Source: an optimization exercise on an open RTL-to-GDS flow (aim: small area, a short achievable clock period and few clock cycles). Production flows keep margins and buffers that such runs may drop. Only simulation tests tie the RTL to the original design; equivalence was not proved.

==> flow/design.v <==
module MatrixMultUnit(
  input wire reset_n                      ,  
  input wire clk                          ,
  input wire dut_valid                    , 
  output wire dut_ready                   ,
  output wire                           dut__tb__sram_input_write_enable  ,
  output wire [16-1 : 0     ]   dut__tb__sram_input_write_address ,
  output wire [32-1 : 0     ]   dut__tb__sram_input_write_data    ,
  output reg  [16-1 : 0     ]   dut__tb__sram_input_read_address  , 
  input  wire [32-1 : 0     ]   tb__dut__sram_input_read_data     ,     
  output wire                           dut__tb__sram_weight_write_enable  ,
  output wire [16-1 : 0     ]   dut__tb__sram_weight_write_address ,
  output wire [32-1 : 0     ]   dut__tb__sram_weight_write_data    ,
  output reg  [16-1 : 0     ]   dut__tb__sram_weight_read_address  , 
  input  wire [32-1 : 0     ]   tb__dut__sram_weight_read_data     ,     
  output wire                           dut__tb__sram_result_write_enable  ,
  output reg  [16-1 : 0     ]   dut__tb__sram_result_write_address ,
  output wire [32-1 : 0     ]   dut__tb__sram_result_write_data    ,
  output reg  [16-1 : 0     ]   dut__tb__sram_result_read_address  , 
  input  wire [32-1 : 0     ]   tb__dut__sram_result_read_data     ,    
  output wire                           dut__tb__sram_scratchpad_write_enable  ,
  output reg  [16-1 : 0     ]   dut__tb__sram_scratchpad_write_address ,
  output wire [32-1 : 0     ]   dut__tb__sram_scratchpad_write_data    ,
  output reg  [16-1 : 0     ]   dut__tb__sram_scratchpad_read_address  , 
  input  wire [32-1 : 0     ]   tb__dut__sram_scratchpad_read_data  
);
parameter one_address_offset = 12'h1;
parameter idle_state = 4'd0;
parameter get_dimension_state = 4'd1;
parameter accumulating_state = 4'd2;
parameter writing_state = 4'd3;
parameter next_multiplication_setup_state = 4'd4;
parameter setup_multiplication_2_state = 4'd5;
parameter setup_multiplication_3_state = 4'd6;
parameter setup_multiplication_4_state = 4'd7;
parameter setup_multiplication_5_state = 4'd8;
wire my_clock; 
assign my_clock = clk; 
reg [3:0] next_state, current_state;
reg  [32-1 : 0     ]  input_data;
reg  [32-1 : 0     ]  weight_data;
reg  [32-1 : 0     ]  accumulated_result; 
wire [32-1 : 0     ]  mac_result_z;
reg [16-1 : 0     ] input_read_address_next;
reg [16-1 : 0     ] weight_read_address_next;
reg [16-1 : 0     ] result_write_address_next;
reg [16-1 : 0     ] scratchpad_write_address_next;
reg [16-1 : 0     ] next_input_matrix_first_address;
reg [16-1 : 0     ] next_weight_matrix_first_address;
reg [16-1 : 0     ] first_element_of_calculated_input_row_address;
reg [16-1 : 0     ] last_element_of_calculated_input_row_address;
reg [16-1 : 0     ] first_element_of_calculated_weight_matrix_address;
reg [16-1 : 0     ] last_element_of_calculated_weight_matrix_address;
reg [7:0] counter_total_element_in_result_matrix; 
reg [7:0] counter_go_write; 
reg [2:0] counter_next_step;
reg [1:0] counter_3_cycle;
reg [7:0] number_of_input_rows, number_of_input_cols;
reg [7:0] number_of_weight_rows, number_of_weight_cols;
assign dut__tb__sram_input_write_enable = 0;
assign dut__tb__sram_weight_write_enable = 0;
assign dut__tb__sram_input_write_address = 0;
assign dut__tb__sram_input_write_data = 0;
assign dut__tb__sram_weight_write_address = 0;
assign dut__tb__sram_weight_write_data = 0;
always @(posedge clk or negedge reset_n)begin
  if(!reset_n)
    input_read_address_next <= 0;
  else if(current_state == idle_state)
    input_read_address_next <= dut_valid ? one_address_offset : 0;
  else if(dut_valid == 1)
    input_read_address_next <= input_read_address_next + one_address_offset; 
  else if(current_state == idle_state)
    input_read_address_next <= 0;
  else if(current_state == get_dimension_state)
    input_read_address_next <= input_read_address_next + one_address_offset;
  else if((counter_next_step == 6) && (weight_read_address_next == last_element_of_calculated_weight_matrix_address + number_of_weight_cols)) 
    input_read_address_next <= last_element_of_calculated_input_row_address + one_address_offset; 
  else if((counter_next_step == 6) && (weight_read_address_next > last_element_of_calculated_weight_matrix_address))
    input_read_address_next <= first_element_of_calculated_input_row_address; 
  else if((weight_read_address_next == last_element_of_calculated_weight_matrix_address + one_address_offset) && ((current_state == accumulating_state) || (current_state == writing_state) || (current_state == get_dimension_state) || (current_state == setup_multiplication_2_state) || (current_state == setup_multiplication_3_state) || (current_state == setup_multiplication_4_state) || (current_state == setup_multiplication_5_state)))
    input_read_address_next <= last_element_of_calculated_input_row_address + one_address_offset; 
  else if((input_read_address_next == last_element_of_calculated_input_row_address + one_address_offset) && ((current_state == accumulating_state) || (current_state == writing_state) || (current_state == get_dimension_state) || (current_state == setup_multiplication_2_state) || (current_state == setup_multiplication_3_state) || (current_state == setup_multiplication_4_state) || (current_state == setup_multiplication_5_state)))
    input_read_address_next <= first_element_of_calculated_input_row_address; 
  else if((current_state == accumulating_state) || (current_state == writing_state))
    input_read_address_next <= input_read_address_next + one_address_offset;
  else if((current_state == next_multiplication_setup_state) && (counter_next_step == 2))
    input_read_address_next <= next_input_matrix_first_address;
  else if((current_state == next_multiplication_setup_state) && (counter_next_step == 3))
    input_read_address_next <= next_input_matrix_first_address;
  else if((current_state == next_multiplication_setup_state) && (counter_next_step == 4))
    input_read_address_next <= next_input_matrix_first_address;
  else if((current_state == next_multiplication_setup_state) && (counter_next_step == 5))
    input_read_address_next <= next_input_matrix_first_address;
  else 
    input_read_address_next <= input_read_address_next + one_address_offset;
end
always @(posedge clk or negedge reset_n) begin
  if(!reset_n)
    dut__tb__sram_input_read_address <= 0; 
  else if((current_state == idle_state) || (next_state == idle_state))
    dut__tb__sram_input_read_address <= 0; 
  else if(counter_next_step <= 4)
    dut__tb__sram_input_read_address <= input_read_address_next;
end
always @(posedge clk or negedge reset_n) begin
  if(!reset_n)
    dut__tb__sram_result_read_address <= 0;
  else if(current_state == idle_state)
    dut__tb__sram_result_read_address <= 0;
  else if(counter_next_step > 4)
    dut__tb__sram_result_read_address <= input_read_address_next; 
end
always @(posedge clk or negedge reset_n)begin
  if(!reset_n)
    weight_read_address_next <= 0; 
  else if(current_state == idle_state)
    weight_read_address_next <= dut_valid ? one_address_offset : 0;
  else if(dut_valid == 1)
    weight_read_address_next <= weight_read_address_next + one_address_offset;
  else if(current_state == idle_state)
    weight_read_address_next <= 0;
  else if(current_state == get_dimension_state)
    weight_read_address_next <= weight_read_address_next + one_address_offset;
  else if((counter_next_step == 6) && (weight_read_address_next == last_element_of_calculated_weight_matrix_address + number_of_weight_cols) && ((current_state == accumulating_state) || (current_state == writing_state) || (current_state == get_dimension_state) || (current_state == setup_multiplication_2_state) || (current_state == setup_multiplication_3_state) || (current_state == setup_multiplication_4_state) || (current_state == setup_multiplication_5_state)))
    weight_read_address_next <= first_element_of_calculated_weight_matrix_address;
  else if((counter_next_step == 6) && (weight_read_address_next > last_element_of_calculated_weight_matrix_address) && ((current_state == accumulating_state) || (current_state == writing_state) || (current_state == get_dimension_state) || (current_state == setup_multiplication_2_state) || (current_state == setup_multiplication_3_state) || (current_state == setup_multiplication_4_state) || (current_state == setup_multiplication_5_state)))
    weight_read_address_next <= weight_read_address_next - number_of_input_rows*(number_of_weight_cols) + one_address_offset;  
  else if(counter_next_step == 6) 
    weight_read_address_next <= weight_read_address_next + number_of_weight_cols;  
  else if((counter_next_step < 6) && (weight_read_address_next == last_element_of_calculated_weight_matrix_address + one_address_offset) && (input_read_address_next == last_element_of_calculated_input_row_address + one_address_offset)) 
    weight_read_address_next <= first_element_of_calculated_weight_matrix_address; 
  else if(input_read_address_next == last_element_of_calculated_input_row_address + one_address_offset)
    weight_read_address_next <= weight_read_address_next; 
  else if((current_state == next_multiplication_setup_state) && (counter_next_step == 2))
    weight_read_address_next <= next_weight_matrix_first_address;
  else if((current_state == next_multiplication_setup_state) && (counter_next_step == 3))
    weight_read_address_next <= next_weight_matrix_first_address;
  else if((current_state == next_multiplication_setup_state) && (counter_next_step == 4))
    weight_read_address_next <= next_weight_matrix_first_address;
  else if((current_state == next_multiplication_setup_state) && (counter_next_step == 5))
    weight_read_address_next <= next_weight_matrix_first_address;
  else 
    weight_read_address_next <= weight_read_address_next + one_address_offset;
end
always @(posedge clk or negedge reset_n) begin
  if(!reset_n)
    dut__tb__sram_weight_read_address <= 0; 
  else if((current_state == idle_state) || (next_state == idle_state))
    dut__tb__sram_weight_read_address <= 0; 
  else if(counter_next_step <= 4)
    dut__tb__sram_weight_read_address <= weight_read_address_next;
end
always @(posedge clk or negedge reset_n) begin
  if(!reset_n)
    dut__tb__sram_scratchpad_read_address <= 0;
  else if(current_state == idle_state)
    dut__tb__sram_scratchpad_read_address <= 0; 
  else if(counter_next_step > 4)
    dut__tb__sram_scratchpad_read_address <= weight_read_address_next; 
end
always @(posedge clk or negedge reset_n) begin
  if(!reset_n)
    result_write_address_next <= 0;
  else if(current_state == idle_state)
    result_write_address_next <= 0;
  else if(current_state == writing_state)
    result_write_address_next <= result_write_address_next + one_address_offset;
  else 
    result_write_address_next <= result_write_address_next;
end
always @(posedge clk or negedge reset_n) 
begin
    if (!reset_n) 
      dut__tb__sram_result_write_address <= 0;         
    else if(current_state == idle_state)
      dut__tb__sram_result_write_address <= 0; 
    else
      dut__tb__sram_result_write_address <= result_write_address_next;           
end
always @(posedge clk or negedge reset_n)begin
  if(!reset_n)
      scratchpad_write_address_next <= 0;            
  else if(current_state == idle_state)
      scratchpad_write_address_next <= 0;  
  else if(current_state == writing_state)
      scratchpad_write_address_next <= scratchpad_write_address_next + one_address_offset; 
  else 
      scratchpad_write_address_next <= scratchpad_write_address_next; 
end
always @(posedge clk or negedge reset_n)begin
  if (!reset_n) 
    dut__tb__sram_scratchpad_write_address <= 0;         
  else if(current_state == idle_state)
    dut__tb__sram_scratchpad_write_address <= 0;
  else
    dut__tb__sram_scratchpad_write_address <= scratchpad_write_address_next;           
end
always @(posedge clk or negedge reset_n) begin
  if(!reset_n)  
    first_element_of_calculated_input_row_address <= 0;
  else if(current_state == idle_state)
    first_element_of_calculated_input_row_address <= 0;
  else if(current_state == get_dimension_state) 
    first_element_of_calculated_input_row_address <= 1;
  else if((counter_next_step == 6) && (weight_read_address_next == last_element_of_calculated_weight_matrix_address + number_of_weight_cols))  
    first_element_of_calculated_input_row_address <= first_element_of_calculated_input_row_address + number_of_input_rows;
  else if((counter_next_step == 5) && (weight_read_address_next == last_element_of_calculated_weight_matrix_address + one_address_offset))
    first_element_of_calculated_input_row_address <= first_element_of_calculated_input_row_address + number_of_weight_cols;
  else if((counter_next_step < 5) && (weight_read_address_next == last_element_of_calculated_weight_matrix_address + one_address_offset))
    first_element_of_calculated_input_row_address <= first_element_of_calculated_input_row_address + number_of_input_cols;
  else if((current_state == next_multiplication_setup_state) && (counter_next_step == 2))
    first_element_of_calculated_input_row_address <= 1;
  else if((current_state == next_multiplication_setup_state) && (counter_next_step == 3))
    first_element_of_calculated_input_row_address <= 1;
  else if((current_state == next_multiplication_setup_state) && (counter_next_step == 4))
    first_element_of_calculated_input_row_address <= 0;
  else if((current_state == next_multiplication_setup_state) && (counter_next_step == 5))
    first_element_of_calculated_input_row_address <= 3*(number_of_input_rows * number_of_weight_cols);  
  else 
    first_element_of_calculated_input_row_address <= first_element_of_calculated_input_row_address;
end
always @(posedge clk or negedge reset_n) begin
  if(!reset_n)
    last_element_of_calculated_input_row_address <= 0;
  else if(current_state == idle_state)
    last_element_of_calculated_input_row_address <= 0;
  else if(current_state == get_dimension_state)
    last_element_of_calculated_input_row_address <= input_data[15:0];
  else if((counter_next_step == 6) && (weight_read_address_next == last_element_of_calculated_weight_matrix_address + number_of_weight_cols) && (input_read_address_next == last_element_of_calculated_input_row_address + one_address_offset))
    last_element_of_calculated_input_row_address <= last_element_of_calculated_input_row_address + number_of_input_rows; 
  else if((counter_next_step == 5) && (weight_read_address_next == last_element_of_calculated_weight_matrix_address + one_address_offset) && (input_read_address_next == last_element_of_calculated_input_row_address + one_address_offset))
    last_element_of_calculated_input_row_address <= last_element_of_calculated_input_row_address + number_of_weight_cols;
  else if((counter_next_step < 5) && (weight_read_address_next == last_element_of_calculated_weight_matrix_address + one_address_offset) && (input_read_address_next == last_element_of_calculated_input_row_address + one_address_offset))
    last_element_of_calculated_input_row_address <= last_element_of_calculated_input_row_address + number_of_input_cols;
  else if((current_state == next_multiplication_setup_state) && (counter_next_step == 2))
    last_element_of_calculated_input_row_address <= number_of_input_cols;
  else if((current_state == next_multiplication_setup_state) && (counter_next_step == 3))
    last_element_of_calculated_input_row_address <= number_of_input_cols; 
  else if((current_state == next_multiplication_setup_state) && (counter_next_step == 4))
    last_element_of_calculated_input_row_address <= number_of_weight_cols - 1;
  else if((current_state == next_multiplication_setup_state) && (counter_next_step == 5))
    last_element_of_calculated_input_row_address <=  (3*(number_of_input_rows * number_of_weight_cols)) + number_of_input_rows - 1;  
  else 
    last_element_of_calculated_input_row_address <= last_element_of_calculated_input_row_address;
end
always @(posedge clk or negedge reset_n) begin
  if(!reset_n)
    first_element_of_calculated_weight_matrix_address <= 0;
  else if(current_state == idle_state)
    first_element_of_calculated_weight_matrix_address <= 0;
  else if(current_state == get_dimension_state)
    first_element_of_calculated_weight_matrix_address <= 1;  
  else if((current_state == next_multiplication_setup_state) && (counter_next_step == 2))
    first_element_of_calculated_weight_matrix_address <= first_element_of_calculated_weight_matrix_address + number_of_weight_rows * number_of_weight_cols;  
  else if((current_state == next_multiplication_setup_state) && (counter_next_step == 3))
    first_element_of_calculated_weight_matrix_address <= first_element_of_calculated_weight_matrix_address + number_of_weight_rows * number_of_weight_cols;  
  else if((current_state == next_multiplication_setup_state) && (counter_next_step == 4))
    first_element_of_calculated_weight_matrix_address <= number_of_input_rows * number_of_weight_cols;  
  else if((current_state == next_multiplication_setup_state) && (counter_next_step == 5))
    first_element_of_calculated_weight_matrix_address <= first_element_of_calculated_weight_matrix_address + (number_of_input_rows * number_of_weight_cols);  
  else
    first_element_of_calculated_weight_matrix_address <= first_element_of_calculated_weight_matrix_address;
end
always @(posedge clk or negedge reset_n) begin
  if(!reset_n)
    last_element_of_calculated_weight_matrix_address <= 0;
  else if(current_state == idle_state)
    last_element_of_calculated_weight_matrix_address <= 0;
  else if(current_state == get_dimension_state)
    last_element_of_calculated_weight_matrix_address <= number_of_weight_rows * number_of_weight_cols;  
  else if((current_state == next_multiplication_setup_state) && (counter_next_step == 2))
    last_element_of_calculated_weight_matrix_address <= last_element_of_calculated_weight_matrix_address + number_of_weight_rows * number_of_weight_cols;  
  else if((current_state == next_multiplication_setup_state) && (counter_next_step == 3))
    last_element_of_calculated_weight_matrix_address <= last_element_of_calculated_weight_matrix_address + number_of_weight_rows * number_of_weight_cols;  
  else if((current_state == next_multiplication_setup_state) && (counter_next_step == 4))
    last_element_of_calculated_weight_matrix_address <= 2 * number_of_input_rows * number_of_weight_cols - 1;  
  else if((current_state == next_multiplication_setup_state) && (counter_next_step == 5))
    last_element_of_calculated_weight_matrix_address <= last_element_of_calculated_weight_matrix_address + (number_of_input_rows * number_of_weight_cols);  
  else
    last_element_of_calculated_weight_matrix_address <= last_element_of_calculated_weight_matrix_address;
end
always @(posedge clk or negedge reset_n)
begin
  if(!reset_n) 
    next_input_matrix_first_address <= 0;
  else if(current_state == idle_state)
    next_input_matrix_first_address <= 0;
  else if(current_state == get_dimension_state)
    next_input_matrix_first_address <= 1; 
  else if((current_state == next_multiplication_setup_state) && (counter_next_step == 2))
    next_input_matrix_first_address <= 1; 
  else if((current_state == next_multiplication_setup_state) && (counter_next_step == 3))
    next_input_matrix_first_address <= 0; 
  else if((current_state == next_multiplication_setup_state) && (counter_next_step == 4))
    next_input_matrix_first_address <= 3*(number_of_input_rows * number_of_weight_cols);  
  else 
    next_input_matrix_first_address <= next_input_matrix_first_address;
end
always @(posedge clk or negedge reset_n)begin
  if(!reset_n)
    next_weight_matrix_first_address <= 0;
  else if(current_state == idle_state)
    next_weight_matrix_first_address <= 0;
  else if(current_state == get_dimension_state)
    next_weight_matrix_first_address <= number_of_weight_rows * number_of_weight_cols + 1;  
  else if((current_state == next_multiplication_setup_state) && ((counter_next_step == 2)))
    next_weight_matrix_first_address <= next_weight_matrix_first_address + (number_of_weight_rows * number_of_weight_cols);  
  else if((current_state == next_multiplication_setup_state) && (counter_next_step == 3))
    next_weight_matrix_first_address <= number_of_input_rows * number_of_weight_cols;  
  else if((current_state == next_multiplication_setup_state) && (counter_next_step == 4))
    next_weight_matrix_first_address <= 2 * number_of_input_rows * number_of_weight_cols;  
  else 
    next_weight_matrix_first_address <= next_weight_matrix_first_address;
end
always @(posedge clk or negedge reset_n) 
begin
    if(!reset_n)begin
      number_of_input_rows <= 0;
      number_of_input_cols <= 0;
      number_of_weight_rows <= 0;
      number_of_weight_cols <= 0;
    end else if(current_state == idle_state)begin
      number_of_input_rows <= 0;
      number_of_input_cols <= 0;
      number_of_weight_rows <= 0;
      number_of_weight_cols <= 0;
    end else if(current_state == get_dimension_state)   begin
      number_of_input_rows <= input_data[31:16];  
      number_of_input_cols <= input_data[15:0];
      number_of_weight_rows <= weight_data[31:16];
      number_of_weight_cols <= weight_data[15:0];
    end else begin
      number_of_input_rows <= number_of_input_rows;
      number_of_input_cols <= number_of_input_cols;
      number_of_weight_rows <= number_of_weight_rows;
      number_of_weight_cols <= number_of_weight_cols;
    end        
end
always @(posedge clk or negedge reset_n)begin
  if(!reset_n)
    counter_go_write <= 0;
  else if(current_state == idle_state)
    counter_go_write <= 0; 
  else if(current_state == get_dimension_state)
    counter_go_write <= input_data[15:0] - 1;  
  else if(current_state == accumulating_state) 
    counter_go_write <= counter_go_write - 1;
  else if((current_state == writing_state) && (counter_next_step == 6))
    counter_go_write <= number_of_input_rows - 1; 
  else if((current_state == writing_state) && (counter_next_step == 5)) 
    counter_go_write <= number_of_weight_cols - 1;  
  else if((current_state == writing_state) && (counter_next_step < 5))
    counter_go_write <= number_of_input_cols - 1;
  else if(current_state == setup_multiplication_2_state)
    counter_go_write <= number_of_input_cols - 1;
  else if(current_state == setup_multiplication_3_state)
    counter_go_write <= number_of_input_cols - 1;
  else if(current_state == setup_multiplication_4_state)
    counter_go_write <= number_of_weight_cols - 1;  
  else if(current_state == setup_multiplication_5_state)
    counter_go_write <= number_of_input_rows - 1;  
  else 
    counter_go_write <= counter_go_write; 
end
always @(posedge clk or negedge reset_n) 
begin
  if(!reset_n)
    counter_total_element_in_result_matrix <= 0;
  else if (current_state == idle_state)
    counter_total_element_in_result_matrix <= 0;     
  else if (current_state == get_dimension_state)
    counter_total_element_in_result_matrix <= (input_data[31:16] * weight_data[15:0]) - 1; 
  else if (current_state == writing_state) 
    counter_total_element_in_result_matrix <= counter_total_element_in_result_matrix - 1;
  else if (current_state == setup_multiplication_2_state) 
    counter_total_element_in_result_matrix <= (number_of_input_rows * number_of_weight_cols) - 1;
  else if (current_state == setup_multiplication_3_state) 
    counter_total_element_in_result_matrix <= (number_of_input_rows * number_of_weight_cols) - 1;
  else if (current_state == setup_multiplication_4_state) 
    counter_total_element_in_result_matrix <= (number_of_input_rows * number_of_input_rows) - 1;   
  else if (current_state == setup_multiplication_5_state) 
    counter_total_element_in_result_matrix <= (number_of_input_rows * number_of_weight_cols) - 1; 
  else 
    counter_total_element_in_result_matrix <= counter_total_element_in_result_matrix;  
end
always @(posedge clk or negedge reset_n) begin
  if(!reset_n)begin
    counter_next_step <= 0;
  end else if(current_state == idle_state) begin
    counter_next_step <= 2;
  end else if(current_state == next_multiplication_setup_state)begin
    counter_next_step <= counter_next_step + 1;
  end else
    counter_next_step <= counter_next_step;
end
always @(posedge clk or negedge reset_n)begin
  if(!reset_n)
    counter_3_cycle <= 0;
  else if(current_state == idle_state) 
    counter_3_cycle <= 2;
  else if (current_state == get_dimension_state)
    counter_3_cycle <= counter_3_cycle - 1;
  else if(current_state == setup_multiplication_2_state) 
    counter_3_cycle <= counter_3_cycle - 1;
  else if(current_state == setup_multiplication_3_state) 
    counter_3_cycle <= counter_3_cycle - 1;
  else if(current_state == setup_multiplication_4_state) 
    counter_3_cycle <= counter_3_cycle - 1;
  else if(current_state == setup_multiplication_5_state) 
    counter_3_cycle <= counter_3_cycle - 1;
  else 
    counter_3_cycle <= 2;
end
always @(posedge clk or negedge reset_n) 
begin
    if(!reset_n)begin
      input_data <= 0;      
      weight_data <= 0;        
    end else if(current_state == idle_state)begin
      input_data <= 0;      
      weight_data <= 0;  
    end else if(counter_next_step <= 4)begin 
      input_data <= tb__dut__sram_input_read_data;      
      weight_data <= tb__dut__sram_weight_read_data;
    end else begin 
      input_data <= tb__dut__sram_result_read_data;      
      weight_data <= tb__dut__sram_scratchpad_read_data;
    end 
end
interger_accumulated_matrix_multiplication u1( 
  .input_data(input_data),   
  .weight_data(weight_data),  
  .accumulated_result_data(accumulated_result),
  .result_data(mac_result_z)
);
always @(posedge clk or negedge reset_n)begin
  if(!reset_n)
    accumulated_result <= 0;
  else if (current_state == idle_state)
    accumulated_result <= 0;
  else if((current_state == accumulating_state))
    accumulated_result <= mac_result_z;
  else if(current_state == writing_state)
    accumulated_result <= 0;
  else if(current_state == next_multiplication_setup_state)
    accumulated_result <= 0;
  else if(current_state == setup_multiplication_2_state)
    accumulated_result <= 0;
  else if(current_state == setup_multiplication_3_state)
    accumulated_result <= 0;
  else if(current_state == setup_multiplication_4_state)
    accumulated_result <= 0;
  else if(current_state == setup_multiplication_5_state)
    accumulated_result <= 0;
  else 
    accumulated_result <= accumulated_result;
end
assign dut__tb__sram_result_write_data = accumulated_result;
assign dut__tb__sram_result_write_enable = (current_state == writing_state) ? 1 : 0;
assign dut__tb__sram_scratchpad_write_data = accumulated_result;
assign dut__tb__sram_scratchpad_write_enable = (current_state == writing_state) ? 1 : 0;
always @(posedge clk or negedge reset_n) begin
  if(!reset_n)
    current_state <= 0;
  else 
    current_state <= next_state;
end
always @(*) begin
  case (current_state)
    idle_state:begin
      if (dut_valid == 1)  
        next_state = get_dimension_state;
      else  
        next_state = idle_state;
    end
    get_dimension_state:begin
      if(counter_3_cycle != 0)
        next_state = get_dimension_state;
      else 
        next_state = accumulating_state;
    end
    accumulating_state: begin 
      if(counter_go_write == 0)
        next_state = writing_state;
      else 
        next_state = accumulating_state;
    end
    writing_state:begin
      if(counter_total_element_in_result_matrix != 0) 
        next_state = accumulating_state;
      else 
        next_state = next_multiplication_setup_state;
    end
    next_multiplication_setup_state:begin
      if(counter_next_step == 2)
        next_state = setup_multiplication_2_state;
      else if(counter_next_step == 3)
        next_state = setup_multiplication_3_state;
      else if(counter_next_step == 4)
        next_state = setup_multiplication_4_state;
      else if(counter_next_step == 5)
        next_state = setup_multiplication_5_state;
      else if(counter_next_step == 6)
        next_state = idle_state; 
      else 
        next_state = next_multiplication_setup_state;
    end
    setup_multiplication_2_state:begin
      if(counter_3_cycle == 0) 
        next_state = accumulating_state;
      else  
        next_state = setup_multiplication_2_state;
    end
    setup_multiplication_3_state:begin
      if(counter_3_cycle == 0) 
        next_state = accumulating_state;
      else  
        next_state = setup_multiplication_3_state;
    end
    setup_multiplication_4_state:begin
      if(counter_3_cycle == 0) 
        next_state = accumulating_state;
      else  
        next_state = setup_multiplication_4_state;
    end
    setup_multiplication_5_state:begin
      if(counter_3_cycle == 0) 
        next_state = accumulating_state;
      else  
        next_state = setup_multiplication_5_state;
    end
    default: next_state = idle_state;
  endcase
end
assign dut_ready = (current_state == idle_state) ? 1:0;
endmodule
module interger_accumulated_matrix_multiplication ( 
  input wire [32-1  : 0] input_data,
  input wire [32-1  : 0] weight_data,
  input wire [32-1 : 0] accumulated_result_data,
  output wire [32-1 : 0] result_data
);
  assign result_data = (input_data * weight_data) + accumulated_result_data;
endmodule
==> flow/run.sh <==
#!/bin/bash
# synth_recipe.tcl (not shown) runs the flow's synth.tcl, then flattens the netlist and writes it again
# the make line also repeats each setting of config.mk as NAME=value (left out here)
make -C /OpenROAD-flow-scripts/flow DESIGN_CONFIG=/design/flow/config.mk WORK_HOME=/design/flow/orfs CLKGATE_MAP_FILE= SYNTH_SCRIPT=/design/flow/synth_recipe.tcl finish
==> flow/config.mk <==
export PLATFORM = sky130hd
export DESIGN_NAME = MatrixMultUnit
export DESIGN_NICKNAME = MatrixMultUnit
export VERILOG_FILES = /design/flow/design.v
export SDC_FILE = /design/flow/constraint.sdc
export NUM_CORES = 4
export LEC_CHECK = 0
export CAP_MARGIN = 20
export CORE_MARGIN = 2
export CORE_UTILIZATION = 40
export SLEW_MARGIN = 20
==> flow/constraint.sdc <==
create_clock -name core_clock -period 10.0 [get_ports {clk}]
set_input_delay 2.0000 -clock core_clock [delete_from_list [all_inputs] [get_ports {clk}]]
set_output_delay 2.0000 -clock core_clock [all_outputs]
set_load 0.01 [all_outputs]
==> reports/qor.yml <==
outcome:
  status: "complete, no violations"
yosys:
  ys_types: 89
  synth-edff-count: 0
  seq_area_frac_synth: 0.185
  async_reset_ff_frac: 1.00
  syn_area_mm2: 0.0553
  ys_ff_latch: 409
  yosysWarnings: 1
  synth_area_leader_cell: "fa_1"
  synthCells: 6696
  yosysTopAreaCellShare: 0.201
  synth.area.top_cells: "fa_1 20%, dfrtp_1 19%, ha_1 11%"
  synth.avg_cell_area_um2: 8.26
  ys.flop_type: "dfrtp_1"
final_layout:
  final_util: 0.446
  nets: 7912
  final_layout_size_suffix_gt1_frac: 0.0415
  fillers: 13516
  area_growth_pct: 10.9
clock_tree:
  tritoncts: "done"
  clkSlewWorstSetupHoldPaths_ps: 60
  cts.sink_count: 409
  cts_buffers: 54
  cts_hold_buffers: 0
  cts.path.max_buffers: 3
  cts-htree-levels: 2
  post_cts_resize_count: 0
  clk_latency_ps: 680
  postCtsSetupBuffers: 0
  root_buffer: "clkbuf_16"
route:
  first_iter_violations: 4332
  ant_nets: 0
  vias: 47857
  routed_via_density: 5.57
  drt_wl_total_um: 189000
  drt-wirelength-per-cell_um: 22.0
  route.detailed.drc: 0
  first_pass_iters: 6
global_route:
  grt_pass1_wl_um: 289000
  antenna_found_initial: 1
  grt_max_degree: 134
  overflow: 0
  grt_pass1_vias: 47381
  grt_usage: 0.266
floorplan:
  dieArea_mm2: 0.141
  dieWidth_um: 376
  io_pins: 392
  start_util: 0.403
  rows: 136
  core_mm2: 0.137
  fp.dieH_um: 376
worst_setup_path:
  arrival_ps: 8760
  cp-end-kind: "register"
  cp-start-kind: "register"
  critPathRequiredTime_ps: 10590
  worstPathMaxFanout: 20
  worstSetupPathType: "reg -> reg"
job:
  cap_violations: 0
sta:
  fin_crit_ps: 8170
  fin_crit_sh: 0.817
  tightest_slew_ps: 1030
  skew_ps: 29.0
  relSlewSlack: 0.314
  fmax_mhz: 122
  finalHoldViolCount: 0
  grt_setup_unrepaired: "no"
  setup-tns-final_ps: 0
  setup_viol: 0
  finalMaxSlewViolations: 0
placed_design:
  gp_congestion: 0.960
  hpwl_um: 145000
  io_buffers: 293
worst_hold_path:
  hp-class: "reg -> reg"
[layout by cell type (no fill, tap or decap), types with 48 or more instances in the layout]
cell type / instances
nand2_1: 1096
inv_1: 820
fa_1: 555
ha_1: 475
a21oi_1: 425
dfrtp_1: 409
xnor2_1: 328
nor2_1: 321
o21ai_0: 298
clkdlybuf4s50_1: 292
and2_1: 232
xor2_1: 146
buf_4: 104
conb_1: 98
nand3_1: 93
nor3_1: 74
a21o_1: 69
o211ai_1: 58
a211oi_1: 57
clkbuf_16: 55
a22o_1: 48
[worst max-delay path, stage by stage, from the launching register on]
cell and delay, ps:
dfrtp_1 900, buf_4 330, nand2_1 100, fa_1 580
inv_1 50, fa_1 500, fa_1 570, fa_1 420
ha_1 310, ha_1 280, inv_1 50, fa_1 520
inv_1 50, fa_1 470, ha_1 350, o21ai_0 120
nand2b_1 210, a211o_1 170, a21oi_1 40, o311ai_0 650
a41oi_1 430, o31a_1 440, a21oi_1 140, a21oi_1 90
xnor2_1 120, o21ai_0 180
[stage by stage]
step	instance area, um2	cells	hold WS [ps]	worst slack (ps)
floorplan	55700	6793	402	2620
global placement	59400	8489	415	2110
detailed placement	59400	8489	418	1960
CTS	61300	8590	425	1940
global route	61300	8590	458	1430
finish	61300	8593	424	1830
[logic make-up (layout without fill, tap and decap cells)]
| family | Yosys count | in the layout | share of synthesized area |
|---|---|---|---|
| fa+ha+maj | 1030 | 1030 | 0.308 |
| flops | 409 | 409 | 0.185 |
| other cells | 1 | 101 | 0.0000678 |
| buf+inv | 1322 | 1325 | 0.0994 |
| compound gates | 1328 | 1328 | 0.152 |
| simple gates | 2099 | 2099 | 0.173 |
| xor+xnor | 479 | 479 | 0.0764 |
| mux | 28 | 28 | 0.00532 |
[cells in the mapped netlist (21+ instances only)]
library cell  count
nand2_1        1097
inv_1           820
fa_1            555
ha_1            475
a21oi_1         426
dfrtp_1         409
xnor2_1         330
nor2_1          325
clkbuf_1        320
o21ai_0         300
and2_1          232
xor2_1          147
buf_4           135
nand3_1          94
nor3_1           75
a21o_1           69
o211ai_1         58
a211oi_1         57
a22o_1           48
o21bai_1         44
a31oi_1          43
and3_1           43
nand4_1          39
o22ai_1          38
nand2b_1         32
nor2b_1          30
or3_1            27
a221oi_1         21
buf_2            21
[cell type report]
class	count	area [um2]	share of cell area
Timing Repair Buffer	398	3740	0.0610
Clock inverter	32	393	0.00641
Clock buffer	69	1530	0.0249
Sequential cell	409	10200	0.167
Multi-Input combinational cell	5062	40000	0.653
Tap cell	1794	2240	0.0366
Antenna cell	3	7.51	0.000122
Inverter	826	3110	0.0507
[final timing paths]
kind | from | to | slack (ps) | cells after the start
hold / removal | counter_3_cycle[0] | counter_3_cycle[0] | 420 | 1
setup / recovery | weight_data[2] | accumulated_result[31] | 1830 | 25
max in group asynchronous | reset_n | number_of_weight_cols[7] | 6620 | 3
setup reg to reg | weight_data[2] | accumulated_result[31] | 1830 | 25
hold reg to reg | counter_3_cycle[0] | counter_3_cycle[0] | 420 | 1
min in group asynchronous | reset_n | dut__tb__sram_scratchpad_read_address[8] | 1380 | 1
[flip-flops by register name, summed over array words and instances (netlist names), 16 cells and up]
signal,cells
accumulated_result,32
dut__tb__sram_input_read_address,16
dut__tb__sram_result_read_address,16
dut__tb__sram_result_write_address,16
dut__tb__sram_scratchpad_read_address,16
dut__tb__sram_scratchpad_write_address,16
dut__tb__sram_weight_read_address,16
first_element_of_calculated_input_row_address,16
first_element_of_calculated_weight_matrix_address,16
input_data,32
input_read_address_next,16
last_element_of_calculated_input_row_address,16
last_element_of_calculated_weight_matrix_address,16
next_input_matrix_first_address,16
next_weight_matrix_first_address,16
result_write_address_next,16
scratchpad_write_address_next,16
weight_data,32
weight_read_address_next,16
[metal layers]
| metal | vias up | track usage | wire [um] |
|---|---|---|---|
| li1 | 21896 | - | - |
| met2 | 2048 | 0.425 | 85800 |
| met3 | 332 | 0.0435 | 15900 |
| met4 | 0 | 0.0858 | 6670 |
| met1 | 23581 | 0.366 | 80300 |
| met5 | - | 0 | 0 |
Testbench counts, summed over its fixed seeds: cycles 595,934.

[port drivers added, routing unchanged]
The results above use ideal ports. As a check the final layout listed here was re-extracted and re-timed, cells and wires unchanged.
Step 1, drivers: a clkbuf_16 drives clk and a buf_2 each remaining input, both assumed.
Step 2 adds t to the input delays and takes it off the output delays; t is the mean of the earliest and latest rising clock arrival at the registers after step 1. Input paths then give back, and output paths get back, about the clock's delay inside the block.
Slacks: ideal / step 1 / step 2; pairs: ideal / step 1.
shift t [ns]: 0.737
setup slack, ns: 1.830 / 1.830 / 1.830
worst setup path at the end: register to register
After both steps setup and hold are still met in this run. The setup slack of this run moves by 0.000 ns with the drivers and by 0.000 ns with both steps.
